This design comes from an exercise in tuning for small area on the open sky130 flow, not from production work.
The RTL was checked by simulation tests, not by an equivalence proof against the original design.
The clock port is modelled as an ideal driver, which makes a skipped or thinned clock tree look cheaper than it is; a real chip needs a root buffer or a tree.
Power and IR drop assume default switching activity.

==> flow/design.v <==
`timescale 1ns / 1ps
module FSM(
    input clk,
    input rst,
    input btnL,
    input btnR,
    input [7:0] sw,
    output [3:0] an,
    output reg [6:0] seg,
    output reg [3:0] led
    );
    reg [8:0] d;
    reg [2:0] q5;
    reg [1:0] dig;
    wire wrap = (d == 9'd55);
    wire rise = (d[6:0] == 7'd27) & ~d[8] & q5[2] & ~q5[1] & ~dig[0];
    always @(posedge clk) begin
        if (rst) begin
            d   <= 9'd311;
            q5  <= 3'd0;
            dig <= 2'd0;
        end else begin
            d <= {d[7:0], d[8] ^ d[4] ^ wrap};
            if (wrap) begin
                q5  <= {q5[1], q5[0], ~(q5[2] | q5[1])};
                dig <= {dig[1] ^ dig[0], ~dig[0]};
            end
        end
    end
    reg q1l, pl, q1r, pr;
    always @(posedge clk) begin
        if (rst) begin
            q1l <= 1'b0;
            q1r <= 1'b0;
        end else if (rise) begin
            q1l <= btnL;
            q1r <= btnR;
        end
    end
    always @(posedge clk) begin
        pl <= ~rst & rise & btnL & ~q1l;
        pr <= ~rst & rise & btnR & ~q1r;
    end
    reg [1:0] s;
    reg [7:0] op1, op2;
    wire sub   = sw[2];
    wire arith = (sw[2:0] == 3'd3) | (sw[2:0] == 3'd4);
    wire orop  = (sw[2:0] == 3'd2);
    wire sel_m = (sw[2:0] == 3'd1) | orop;
    wire sel_s = (sw[2:0] == 3'd0) | arith;
    wire [7:0] bb = op2 ^ {8{sub}};
    wire [8:0] x;
    wire [7:0] m, sm;
    assign x[0] = arith ? sub : orop;
    genvar i;
    generate
        for (i = 0; i < 8; i = i + 1) begin : fa
            assign sm[i] = op1[i] ^ bb[i] ^ x[i];
            assign m[i] = (op1[i] & bb[i]) | (op1[i] & x[i]) | (bb[i] & x[i]);
            assign x[i+1] = arith ? m[i] : orop;
        end
    endgenerate
    wire [7:0] alu = ({8{sel_m}} & m) | ({8{sel_s}} & sm);
    always @(posedge clk) begin
        if (rst) begin
            s   <= 2'd0;
            op1 <= 8'd0;
            op2 <= 8'd0;
        end else begin
            if (pl)
                s <= 2'd0;
            else if (pr && s != 2'd3)
                s <= s + 2'd1;
            case (s)
                2'd0: if (pr) op1 <= sw;
                2'd1: if (pr) op2 <= sw;
                2'd2: if (pr && !pl) begin
                          op1 <= alu;
                          op2 <= 8'd0;
                      end
                2'd3: if (pl)
                          op1 <= 8'd0;   
            endcase
        end
    end
    always @(*) begin
        case (s)
            2'd0: led = 4'b0001;
            2'd1: led = 4'b0010;
            2'd2: led = 4'b0100;
            2'd3: led = 4'b1000;
        endcase
    end
    reg [3:0] nib;
    always @(*) begin
        case (dig)
            2'd0: nib = op1[3:0];
            2'd1: nib = op1[7:4];
            2'd2: nib = op2[3:0];
            2'd3: nib = op2[7:4];
        endcase
    end
    assign an = ~(4'b0001 << dig);
    always @(*) begin
        case (nib)
            4'h0: seg = 7'b0000001;
            4'h1: seg = 7'b1001111;
            4'h2: seg = 7'b0010010;
            4'h3: seg = 7'b0000110;
            4'h4: seg = 7'b1001100;
            4'h5: seg = 7'b0100100;
            4'h6: seg = 7'b0100000;
            4'h7: seg = 7'b0001111;
            4'h8: seg = 7'b0000000;
            4'h9: seg = 7'b0000100;
            4'ha: seg = 7'b0001000;
            4'hb: seg = 7'b1100000;
            4'hc: seg = 7'b0110001;
            4'hd: seg = 7'b1000010;
            4'he: seg = 7'b0110000;
            4'hf: seg = 7'b0111000;
        endcase
    end
endmodule
clock: 10.0 ns
lec_check: 0
abc_area: 1
cap_margin: 20
core_area: 2.3 2.72 60.7 60.3
die_area: 0 0 63 63
gpl_timing_driven: 0
place_density: 0.85
slew_margin: 20
standard.sh (not shown) runs the stock make flow with config.mk's settings and CLKGATE_MAP_FILE= SYNTH_SCRIPT=/design/flow/synth_recipe.tcl, a recipe that flattens the netlist after the stock synthesis.
==> flow/flow/run.sh <==
#!/bin/bash
# Layout flow:
# 1. the standard synthesis script, without the adder-cell extraction;
# 2. its combinational logic re-mapped for area by ABC: flow/netlist.v, a
#    netlist found by a longer run of the same search before (gen/), is used
#    as the starting point if yosys proves it equal to step 1's netlist; then
#    rounds of the search: each round starts several seeded runs (deepsyn,
#    then mapping) from the smallest netlist so far. Flip-flops are untouched
#    and the result is proven equal to step 1's netlist with yosys;
# 3. the standard ORFS layout, with buf_1 port buffers and the clock buffered
#    by a few buffers from flow/clkbuf.tcl in place of TritonCTS's tree.
set -uo pipefail
W=$(pwd)
RES=$W/orfs/results/$FLOW_PLATFORM/FSM/base
LIB=$FLOW_HOME/platforms/sky130hd/lib/sky130_fd_sc_hd__tt_025C_1v80.lib
P=${NUM_CORES:-4}
ROUNDS=${FLOW_RS_ROUNDS:-1}

bash standard.sh ADDER_MAP_FILE= $RES/1_2_yosys.v > 1_synth.log 2>&1 || exit 1
cp $RES/1_2_yosys.v $W/synth_std.v

subst() {  # template out in.v out.v abc-script
  sed -e "s|@LIB@|$LIB|g" -e "s|@IN@|$3|g" -e "s|@OUT@|$4|g" \
      -e "s|@ABC@|$5|g" -e "s|@TOP@|$FLOW_TOP|g" "$1" > "$2"
}
area_of() { grep "Chip area" "$1" 2>/dev/null | tail -1 | awk '{print $NF}'; }

mkdir -p rs
best=$W/synth_std.v
best_area=1e9
if [ -f flow/netlist.v ]; then
  subst flow/equiv.ys equiv_pre.ys $W/synth_std.v $W/flow/netlist.v none
  subst flow/area.ys area_pre.ys $W/flow/netlist.v none none
  if yosys -s equiv_pre.ys > 2_equiv_pre.log 2>&1 && yosys -s area_pre.ys > 2_area_pre.log 2>&1; then
    best=$W/flow/netlist.v
    best_area=$(area_of 2_area_pre.log)
    echo "flow/netlist.v proven equal to the standard netlist; starting from it ($best_area)"
  else
    echo "flow/netlist.v not proven equal; starting from the standard netlist"
  fi
fi
for r in $(seq 1 $ROUNDS); do
  for c in $(seq 1 $P); do
    seed=$(( (r * P + c) % 101 ))
    if [ $c -eq $P ]; then map="&get -n; &dch -f; &nf -a -p -R 1000; &put"; else map="dch -f; amap"; fi
    echo "strash; &get -n; &deepsyn -T 20 -S $seed; &put; $map" | tr ';' '\n' > rs/r${r}_$c.abc
    subst flow/resynth.ys rs/r${r}_$c.ys $best $W/rs/r${r}_$c.v $W/rs/r${r}_$c.abc
  done
  for c in $(seq 1 $P); do echo $c; done | \
    xargs -P $P -I{} sh -c "yosys -s rs/r${r}_{}.ys > rs/r${r}_{}.log 2>&1"
  for c in $(seq 1 $P); do
    a=$(area_of rs/r${r}_$c.log)
    [ -z "$a" ] && continue
    if awk "BEGIN{exit !($a < $best_area)}"; then best=$W/rs/r${r}_$c.v; best_area=$a; fi
  done
  echo "round $r: best so far $best_area ($best)"
done

if [ "$best" != "$W/synth_std.v" ]; then
  subst flow/equiv.ys equiv.ys $W/synth_std.v $best none
  if yosys -s equiv.ys > 2_equiv.log 2>&1; then
    echo "re-mapped netlist $best ($best_area) proven equal; using it"
    # cells whose _0 size has the same area as _1: take the stronger _1
    sed -E 's/sky130_fd_sc_hd__(a21boi|and2|o21ai|o311ai|or2)_0 /sky130_fd_sc_hd__\1_1 /' $best > $W/synth_final.v
    subst flow/equiv.ys equiv_final.ys $W/synth_std.v $W/synth_final.v none
    if yosys -s equiv_final.ys > 2_equiv_final.log 2>&1; then
      cp $W/synth_final.v $RES/1_2_yosys.v
    else
      cp $best $RES/1_2_yosys.v
    fi
    touch $RES/1_2_yosys.v
  else
    echo "re-mapped netlist not proven equal; keeping the standard netlist"
  fi
fi

export FLOW_FLOW_DIR=$W/flow
export FLOW_CLOCK_SLEW_LIMIT=0.110
bash standard.sh \
  "BUFFER_PORTS_ARGS=-buffer_cell sky130_fd_sc_hd__buf_1" \
  "PRE_CTS_TCL=$W/flow/pre_cts.tcl" \
  finish > 3_layout.log 2>&1 || exit 1
Other scripts of this flow, unchanged in this note and not shown: flow/flow/area.ys, flow/flow/clkbuf.tcl, flow/flow/equiv.ys, flow/flow/netlist.v, flow/flow/pre_cts.tcl, flow/flow/resynth.ys
Edit:
--- a/flow/config.mk
+++ b/flow/config.mk
@@ -13 +13 @@
-export PLACE_DENSITY = 0.85
+export PLACE_DENSITY = 0.95
Wire length grows by a few percent.
Sequential share of layout area stays flat.
Utilization hardly moves.
Power shrinks by a few percent.
Global-route usage grows by 0.66 points.
Register-to-register slack is worse by 0.03 ns.
No run of this note takes its clock network from TritonCTS; it comes from the design's own scripts or RTL.

* * *

Setup of P:
RTL: the design.v shown in full above, as it stands there.
==> flow/config.mk <==
export PLATFORM = sky130hd
export DESIGN_NAME = FSM
export DESIGN_NICKNAME = FSM
export VERILOG_FILES = /design/flow/design.v
export SDC_FILE = /design/flow/constraint.sdc
export NUM_CORES = 4
export LEC_CHECK = 0
export ABC_AREA = 1
export CAP_MARGIN = 20
export CORE_AREA = 2.3 2.72 60.7 60.3
export DIE_AREA = 0 0 63 63
export GPL_TIMING_DRIVEN = 0
export SLEW_MARGIN = 20
==> flow/constraint.sdc <==
create_clock -name core_clock -period 10.0 [get_ports {clk}]
set_input_delay 2.0000 -clock core_clock [delete_from_list [all_inputs] [get_ports {clk}]]
set_output_delay 2.0000 -clock core_clock [all_outputs]
set_load 0.01 [all_outputs]
==> flow/flow/run.sh <==
#!/bin/bash
# Layout flow:
# 1. the standard synthesis script, without the adder-cell extraction;
# 2. its combinational logic re-mapped for area by ABC: flow/netlist.v, a
#    netlist found by a longer run of the same search before (gen/), is used
#    as the starting point if yosys proves it equal to step 1's netlist; then
#    rounds of the search: each round starts several seeded runs (deepsyn,
#    then mapping) from the smallest netlist so far. Flip-flops are untouched
#    and the result is proven equal to step 1's netlist with yosys;
# 3. the standard ORFS layout, with buf_1 port buffers and the clock buffered
#    by a few buffers from flow/clkbuf.tcl in place of TritonCTS's tree.
set -uo pipefail
W=$(pwd)
RES=$W/orfs/results/$FLOW_PLATFORM/FSM/base
LIB=$FLOW_HOME/platforms/sky130hd/lib/sky130_fd_sc_hd__tt_025C_1v80.lib
P=${NUM_CORES:-4}
ROUNDS=${FLOW_RS_ROUNDS:-4}

bash standard.sh ADDER_MAP_FILE= $RES/1_2_yosys.v > 1_synth.log 2>&1 || exit 1
cp $RES/1_2_yosys.v $W/synth_std.v

subst() {  # template out in.v out.v abc-script
  sed -e "s|@LIB@|$LIB|g" -e "s|@IN@|$3|g" -e "s|@OUT@|$4|g" \
      -e "s|@ABC@|$5|g" -e "s|@TOP@|$FLOW_TOP|g" "$1" > "$2"
}
area_of() { grep "Chip area" "$1" 2>/dev/null | tail -1 | awk '{print $NF}'; }

mkdir -p rs
best=$W/synth_std.v
best_area=1e9
if [ -f flow/netlist.v ]; then
  subst flow/equiv.ys equiv_pre.ys $W/synth_std.v $W/flow/netlist.v none
  subst flow/area.ys area_pre.ys $W/flow/netlist.v none none
  if yosys -s equiv_pre.ys > 2_equiv_pre.log 2>&1 && yosys -s area_pre.ys > 2_area_pre.log 2>&1; then
    best=$W/flow/netlist.v
    best_area=$(area_of 2_area_pre.log)
    echo "flow/netlist.v proven equal to the standard netlist; starting from it ($best_area)"
  else
    echo "flow/netlist.v not proven equal; starting from the standard netlist"
  fi
fi
for r in $(seq 1 $ROUNDS); do
  for c in $(seq 1 $P); do
    seed=$(( (r * P + c) % 101 ))
    if [ $c -eq $P ]; then map="&get -n; &dch -f; &nf -a -p -R 1000; &put"; else map="dch -f; amap"; fi
    echo "strash; &get -n; &deepsyn -T 20 -S $seed; &put; $map" | tr ';' '\n' > rs/r${r}_$c.abc
    subst flow/resynth.ys rs/r${r}_$c.ys $best $W/rs/r${r}_$c.v $W/rs/r${r}_$c.abc
  done
  for c in $(seq 1 $P); do echo $c; done | \
    xargs -P $P -I{} sh -c "yosys -s rs/r${r}_{}.ys > rs/r${r}_{}.log 2>&1"
  for c in $(seq 1 $P); do
    a=$(area_of rs/r${r}_$c.log)
    [ -z "$a" ] && continue
    if awk "BEGIN{exit !($a < $best_area)}"; then best=$W/rs/r${r}_$c.v; best_area=$a; fi
  done
  echo "round $r: best so far $best_area ($best)"
done

if [ "$best" != "$W/synth_std.v" ]; then
  subst flow/equiv.ys equiv.ys $W/synth_std.v $best none
  if yosys -s equiv.ys > 2_equiv.log 2>&1; then
    echo "re-mapped netlist $best ($best_area) proven equal; using it"
    # cells whose _0 size has the same area as _1: take the stronger _1
    sed -E 's/sky130_fd_sc_hd__(a21boi|and2|o21ai|o311ai|or2)_0 /sky130_fd_sc_hd__\1_1 /' $best > $W/synth_final.v
    subst flow/equiv.ys equiv_final.ys $W/synth_std.v $W/synth_final.v none
    if yosys -s equiv_final.ys > 2_equiv_final.log 2>&1; then
      cp $W/synth_final.v $RES/1_2_yosys.v
    else
      cp $best $RES/1_2_yosys.v
    fi
    touch $RES/1_2_yosys.v
  else
    echo "re-mapped netlist not proven equal; keeping the standard netlist"
  fi
fi

export FLOW_FLOW_DIR=$W/flow
export FLOW_CLOCK_SLEW_LIMIT=0.110
bash standard.sh \
  "BUFFER_PORTS_ARGS=-buffer_cell sky130_fd_sc_hd__buf_1" \
  "PRE_CTS_TCL=$W/flow/pre_cts.tcl" \
  finish > 3_layout.log 2>&1 || exit 1
==> flow/flow/pre_cts.tcl <==
# PRE_CTS hook: replace TritonCTS with the clock buffering of clkbuf.tcl;
# cts.tcl then legalizes the placement and repairs timing as usual.
source $::env(FLOW_FLOW_DIR)/clkbuf.tcl
rename clock_tree_synthesis my_tritoncts
proc clock_tree_synthesis { args } {
  my_clock_tree $::env(FLOW_CLOCK_SLEW_LIMIT)
}
Other scripts of this flow, unchanged in this note and not shown: flow/flow/area.ys, flow/flow/clkbuf.tcl, flow/flow/equiv.ys, flow/flow/netlist.v, flow/flow/resynth.ys
diff inputs: P => Q
-- flow/flow/run.sh --
<<< P, line 16
P=${NUM_CORES:-4}
ROUNDS=${FLOW_RS_ROUNDS:-4}

>>> Q, line 16
P=${NUM_CORES:-4}
ROUNDS=${FLOW_RS_ROUNDS:-2}

<<< P, line 62
    echo "re-mapped netlist $best ($best_area) proven equal; using it"
    # cells whose _0 size has the same area as _1: take the stronger _1
    sed -E 's/sky130_fd_sc_hd__(a21boi|and2|o21ai|o311ai|or2)_0 /sky130_fd_sc_hd__\1_1 /' $best > $W/synth_final.v
    subst flow/equiv.ys equiv_final.ys $W/synth_std.v $W/synth_final.v none
>>> Q, line 62
    echo "re-mapped netlist $best ($best_area) proven equal; using it"
    # take the stronger _1 size of the _0 cells (the same area but for a2111oi)
    sed -E 's/sky130_fd_sc_hd__(a21boi|and2|o21ai|o311ai|or2|a2111oi)_0 /sky130_fd_sc_hd__\1_1 /' $best > $W/synth_final.v
    subst flow/equiv.ys equiv_final.ys $W/synth_std.v $W/synth_final.v none
Results
Status: switching power share of the total parity (P, Q)
Worst hold slack essentially unchanged between P and Q.
Total power of Q is on par with P.
When Q is measured against P, its portion of total power attributed to the clock network turns out 0.2 points higher.
Going from P to Q, number of placement rows now sits at about the same level; net count of the finished layout about even.
~same area added between synthesis and finish in P and Q
Diff P..Q | cell area after layout | unchanged
Q: all stages complete, timing, DRC and antenna checks passed
The maximum clock frequency of Q is higher than that of P.
Higher worst setup slack among P and Q: Q
Lower routed length on met3 was reported by P, not Q.
Inputs modified between Q and R:
- PLACE_DENSITY now 0.95, previously not set
-- flow/flow/run.sh --
<<< Q, line 16
P=${NUM_CORES:-4}
ROUNDS=${FLOW_RS_ROUNDS:-2}

>>> R, line 16
P=${NUM_CORES:-4}
ROUNDS=${FLOW_RS_ROUNDS:-4}

<<< Q, line 62
    echo "re-mapped netlist $best ($best_area) proven equal; using it"
    # take the stronger _1 size of the _0 cells (the same area but for a2111oi)
    sed -E 's/sky130_fd_sc_hd__(a21boi|and2|o21ai|o311ai|or2|a2111oi)_0 /sky130_fd_sc_hd__\1_1 /' $best > $W/synth_final.v
    subst flow/equiv.ys equiv_final.ys $W/synth_std.v $W/synth_final.v none
>>> R, line 62
    echo "re-mapped netlist $best ($best_area) proven equal; using it"
    # cells whose _0 size has the same area as _1: take the stronger _1
    sed -E 's/sky130_fd_sc_hd__(a21boi|and2|o21ai|o311ai|or2)_0 /sky130_fd_sc_hd__\1_1 /' $best > $W/synth_final.v
    subst flow/equiv.ys equiv_final.ys $W/synth_std.v $W/synth_final.v none
<<< Q, line 77
export FLOW_FLOW_DIR=$W/flow
export FLOW_CLOCK_SLEW_LIMIT=0.110
bash standard.sh \
>>> R, line 77
export FLOW_FLOW_DIR=$W/flow
export FLOW_CLOCK_SLEW_LIMIT=0.105
bash standard.sh \
### Flow results
- Looking at the reports, R completed the entire flow and the layout it produced met the timing, design-rule and antenna checks.
- Between R and Q, it is R whose total global routing track utilization is lower, by 0.28 points.
- Q → R: total power essentially unchanged; cell area after layout decreased about 0.4%; met2 usage now smaller; worst hold slack across all endpoints now sits higher.
- NOTE detailed route wirelength on metal2 Q->R increased by a few percent
- Q → R: final worst setup slack shrank by 0.19 ns, combinational gate power shows an increase of about 3%, peak supply drop up 51%, logic gate share of total power increased 0.4 points.
No run of this note takes its clock network from TritonCTS; it comes from the design's own scripts or RTL.

-- re-timing with driven ports --
The results above use ideal ports. As a check the final layouts listed here were re-extracted and re-timed, cells and wires unchanged.
Step 1 (the two cells are an assumption about what drives the block):
set clk [get_ports {clk}]
set_driving_cell -lib_cell sky130_fd_sc_hd__clkbuf_16 $clk
set_driving_cell -lib_cell sky130_fd_sc_hd__buf_2 [delete_from_list [all_inputs] $clk]
Step 2 moves the port delays by t, midway between the first and last clock arrival at a register: inputs arrive t later, outputs are due t later. That takes back most of the time a late clock gives input paths.
a / b / c = ideal / step 1 / step 2; a / b = the first two.
run | t (ns) | setup slack, ns | slew at the worst register clock pin (ns)
the first run of note 1 | 0.168 | 4.371 / 4.386 / 4.218 | 0.11 / 0.11
the second run of note 1 | 0.197 | 4.259 / 4.270 / 4.073 | 0.11 / 0.11
P | 0.171 | 4.314 / 4.337 / 4.166 | 0.10 / 0.10
Q | 0.173 | 4.371 / 4.395 / 4.222 | 0.10 / 0.10
R | 0.168 | 4.178 / 4.196 / 4.028 | 0.10 / 0.10
After both steps setup and hold are still met in every run listed. For the second run of note 1, which loses most, drivers alone change the setup slack by +0.011 ns; drivers and shift together by -0.186 ns.
